Context: an optimization exercise on an open-source flow, tuned for small area, a short achievable clock period and few clock cycles per item. The choices shown serve that exercise and are no tape-out recipe.
Only simulation tests tie the RTL to the original design; equivalence was not proved.

==> flow/design.v (excerpt) <==
module pm32 (
    input wire          clk,
    input wire          rst,
    input wire          start,
    input wire  [31:0]  mc,
    input wire  [31:0]  mp,
    output reg  [63:0]  p,
    output reg          done,
    input wire          op  
);
For scale: about 880 cells after synthesis, about 150 flip-flops.
==> flow/config.mk <==
export PLATFORM = sky130hd
export DESIGN_NAME = pm32
export DESIGN_NICKNAME = pm32
export VERILOG_FILES = /design/flow/design.v
export SDC_FILE = /design/flow/constraint.sdc
export NUM_CORES = 4
export LEC_CHECK = 0
export CAP_MARGIN = 20
export CORE_MARGIN = 2
export CORE_UTILIZATION = 40
export PLACE_DENSITY = 0.6
export SLEW_MARGIN = 20
==> flow/constraint.sdc <==
create_clock -name core_clock -period 3.0 [get_ports {clk}]
set_input_delay 0.6000 -clock core_clock [delete_from_list [all_inputs] [get_ports {clk}]]
set_output_delay 0.6000 -clock core_clock [all_outputs]
set_load 0.01 [all_outputs]
standard.sh (not shown) runs the stock make flow with config.mk's settings and CLKGATE_MAP_FILE= SYNTH_SCRIPT=/design/flow/synth_recipe.tcl, a recipe that flattens the netlist after the stock synthesis.
==> flow/flow/run.sh <==
#!/bin/bash
# Layout: the standard flow (standard synthesis unchanged), except that
#  - the port buffers that global placement inserts are sky130_fd_sc_hd__buf_1 cells,
#  - timing repair aims for 0.3 ns of setup slack,
#  - the core is 70% utilised with placement density 0.85,
#  - timing repair may resize a cell to any footprint.
# The output of each step is kept in its own log file in this folder.
set -euo pipefail
cd "$(dirname "$0")/.."
bash standard.sh synth > flow_synth.log 2>&1
bash standard.sh "BUFFER_PORTS_ARGS=-buffer_cell sky130_fd_sc_hd__buf_1" SETUP_SLACK_MARGIN=0.3 \
  CORE_UTILIZATION=70 PLACE_DENSITY=0.85 MATCH_CELL_FOOTPRINT=0 finish > flow_layout.log 2>&1
Testbench counts at the start, summed over its fixed seeds: cycles 21,608, items 2,400.
Rerun with:
==> flow/flow/run.sh (replaced) <==
#!/bin/bash
# Layout: the standard flow (standard synthesis unchanged), except that the
# port buffers that global placement inserts are sky130_fd_sc_hd__buf_1 cells
# and timing repair aims for 0.3 ns of setup slack.
# The output of each step is kept in its own log file in this folder.
set -euo pipefail
cd "$(dirname "$0")/.."
bash standard.sh synth > flow_synth.log 2>&1
bash standard.sh "BUFFER_PORTS_ARGS=-buffer_cell sky130_fd_sc_hd__buf_1" SETUP_SLACK_MARGIN=0.3 finish > flow_layout.log 2>&1
- non-clock buffer count shrinks by 6
- sequential share of layout area hardly moves
- wire length drops by a few percent
- worst hold slack is about the same
- setup slack improves by 100 ps
- clock skew decreases by 3.3 ps
- cell count increases by roughly a tenth
Rerun with:
==> flow/flow/run.sh (replaced) <==
#!/bin/bash
# Layout: the standard flow (standard synthesis unchanged), except that
#  - the port buffers that global placement inserts are sky130_fd_sc_hd__buf_1 cells,
#  - timing repair aims for 0.4 ns of setup slack,
#  - the core is 60% utilised with placement density 0.75,
#  - timing repair may resize a cell to any footprint.
# The output of each step is kept in its own log file in this folder.
set -euo pipefail
cd "$(dirname "$0")/.."
bash standard.sh synth > flow_synth.log 2>&1
bash standard.sh "BUFFER_PORTS_ARGS=-buffer_cell sky130_fd_sc_hd__buf_1" SETUP_SLACK_MARGIN=0.4 \
  CORE_UTILIZATION=60 PLACE_DENSITY=0.75 MATCH_CELL_FOOTPRINT=0 finish > flow_layout.log 2>&1
Outcome: Area after synthesis stays the same; final area rose by 0.57%; final cell count fell by 9.3%; non-clock buffer count rose by 3; critical path depth fell by 1.

========
Setup of v46:
pm32 again, from the RTL that the note above started with.
==> flow/config.mk <==
export PLATFORM = sky130hd
export DESIGN_NAME = pm32
export DESIGN_NICKNAME = pm32
export VERILOG_FILES = /design/flow/design.v
export SDC_FILE = /design/flow/constraint.sdc
export NUM_CORES = 4
export LEC_CHECK = 0
export CAP_MARGIN = 20
export CORE_MARGIN = 2
export CORE_UTILIZATION = 40
export PLACE_DENSITY = 0.6
export SLEW_MARGIN = 20
==> flow/constraint.sdc <==
create_clock -name core_clock -period 3.0 [get_ports {clk}]
set_input_delay 0.6000 -clock core_clock [delete_from_list [all_inputs] [get_ports {clk}]]
set_output_delay 0.6000 -clock core_clock [all_outputs]
set_load 0.01 [all_outputs]
==> flow/flow/run.sh <==
#!/bin/bash
# Layout: the standard flow (standard synthesis unchanged), except that
#  - the port buffers that global placement inserts are sky130_fd_sc_hd__buf_1 cells,
#  - timing repair aims for 0.3 ns of setup slack,
#  - the core is 60% utilised with placement density 0.75,
#  - timing repair may resize a cell to any footprint.
# The output of each step is kept in its own log file in this folder.
set -euo pipefail
cd "$(dirname "$0")/.."
bash standard.sh synth > flow_synth.log 2>&1
bash standard.sh "BUFFER_PORTS_ARGS=-buffer_cell sky130_fd_sc_hd__buf_1" SETUP_SLACK_MARGIN=0.3 \
  CORE_UTILIZATION=60 PLACE_DENSITY=0.75 MATCH_CELL_FOOTPRINT=0 finish > flow_layout.log 2>&1
Testbench counts of v46, summed over its fixed seeds: cycles 21,608, items 2,400.
Inputs modified between v46 and v19:
==> flow/flow/run.sh <==
#!/bin/bash
# Layout: the standard flow (standard synthesis unchanged), except that
#  - the port buffers that global placement inserts are sky130_fd_sc_hd__buf_1 cells,
#  - timing repair aims for 0.5 ns of setup slack and may resize a cell to any
#    footprint (MATCH_CELL_FOOTPRINT=0).
# The output of each step is kept in its own log file in this folder.
set -euo pipefail
cd "$(dirname "$0")/.."
bash standard.sh synth > flow_synth.log 2>&1
bash standard.sh "BUFFER_PORTS_ARGS=-buffer_cell sky130_fd_sc_hd__buf_1" SETUP_SLACK_MARGIN=0.5 \
  MATCH_CELL_FOOTPRINT=0 finish > flow_layout.log 2>&1
Results
cs[4] as the source of the critical timing path was reported by v46, and busy by v19. [compare] base=v46 new=v19: maximum buffer depth of the clock tree comparable; final critical-path required period now larger. Timing endpoint of the critical path = ci: v19; timing endpoint of the critical path = p[57]: v46. Diff v46 -> v19: setup slack went down by 23 ps; effective utilization at floorplan went down by 20 points; die area went up by 0.0080 mm2; relative area of clock buffers and inverters in the final design went down by 0.43 points. Measured against each other, v19 and v46 differ in worst hold slack, the higher figure coming from v46.
Edits applied to the flow inputs when going from v19 to v22:
==> flow/flow/run.sh <==
#!/bin/bash
# Layout: the standard flow (standard synthesis unchanged), except that
#  - the port buffers that global placement inserts are sky130_fd_sc_hd__buf_1 cells,
#  - timing repair aims for 0.3 ns of setup slack,
#  - the core is 60% utilised with placement density 0.75,
#  - clock tree clusters of up to 50 flip-flops within 100 um.
# The output of each step is kept in its own log file in this folder.
set -euo pipefail
cd "$(dirname "$0")/.."
bash standard.sh synth > flow_synth.log 2>&1
bash standard.sh "BUFFER_PORTS_ARGS=-buffer_cell sky130_fd_sc_hd__buf_1" SETUP_SLACK_MARGIN=0.3 \
  CORE_UTILIZATION=60 PLACE_DENSITY=0.75 CTS_CLUSTER_SIZE=50 CTS_CLUSTER_DIAMETER=100 finish > flow_layout.log 2>&1
==> notes.md <==
v22 vs v19 — sequential share of layout area rose 2.7 points.
Compared with v19, v22 shows utilization after layout higher by 19 points.
Comparing v19 and v22, the higher count of buffers added by post-CTS timing repair for setup was measured on v19.
A slowest cell on the critical path of fa_2 is what v22 shows, while fa_1 belongs to v19.
Sort v19 and v22 by clock tree buffer count of the final layout asc -> top: v19
Half-perimeter wire length after detailed placement on v22 is down relative to v19.
v22 vs. v19: instance count on the critical path +1.
What v41 does differently from v22 at the input level:
diff --git a/flow/flow/run.sh b/flow/flow/run.sh
--- a/flow/flow/run.sh
+++ b/flow/flow/run.sh
@@ -5,2 +5 @@
-#  - the core is 60% utilised with placement density 0.75,
-#  - clock tree clusters of up to 50 flip-flops within 100 um.
+#  - the core is 60% utilised with placement density 0.75.
@@ -12 +11 @@
-  CORE_UTILIZATION=60 PLACE_DENSITY=0.75 CTS_CLUSTER_SIZE=50 CTS_CLUSTER_DIAMETER=100 finish > flow_layout.log 2>&1
+  CORE_UTILIZATION=60 PLACE_DENSITY=0.75 finish > flow_layout.log 2>&1
Results
- [compare] base=v22 new=v41: pin slew with the least headroom to its limit essentially unchanged, via count essentially unchanged, maximum clock frequency essentially unchanged, non-clock buffer count essentially unchanged.
[inputs] v50 vs v41
==> flow/flow/run.sh <==
#!/bin/bash
# Layout: the standard flow (standard synthesis unchanged), except that the
# port buffers that global placement inserts are sky130_fd_sc_hd__buf_1 cells
# and timing repair aims for 0.2 ns of setup slack.
# The output of each step is kept in its own log file in this folder.
set -euo pipefail
cd "$(dirname "$0")/.."
bash standard.sh synth > flow_synth.log 2>&1
bash standard.sh "BUFFER_PORTS_ARGS=-buffer_cell sky130_fd_sc_hd__buf_1" SETUP_SLACK_MARGIN=0.2 finish > flow_layout.log 2>&1
Results
Going from v41 to v50, critical path depth grows by 2. Summary of v50 over v41: routed wirelength normalized by instance count went down 0.42 um.

[separate check: timing with driven ports]
The results above use ideal ports. As a check the final layouts listed here were re-extracted and re-timed, cells and wires unchanged.
Step 1: set_driving_cell puts a clkbuf_16 on clk and a buf_2 on each other input, an assumption about the parent block.
Step 2 moves the port delays by t, midway between the first and last clock arrival at a register: inputs arrive t later, outputs are due t later. That takes back most of the time a late clock gives input paths.
Three values: ideal ports, drivers, drivers and shift; two values: the first two.
run | t (ns) | setup WS [ns] | worst setup path at the end
the first run of note 1 | 0.469 | 0.238 / 0.238 / -0.039 | input to register
the second run of note 1 | 0.478 | 0.340 / 0.340 / 0.025 | input to register
the third run of note 1 | 0.472 | 0.287 / 0.287 / -0.023 | input to register
v46 | 0.472 | 0.342 / 0.342 / -0.032 | input to register
v19 | 0.475 | 0.319 / 0.319 / -0.001 | input to register
v22 | 0.471 | 0.325 / 0.325 / -0.058 | input to register
v41 | 0.471 | 0.325 / 0.325 / -0.058 | input to register
v50 | 0.470 | 0.276 / 0.276 / -0.022 | input to register
Met with ideal ports but missed after step 2: setup timing in 7 of these runs.
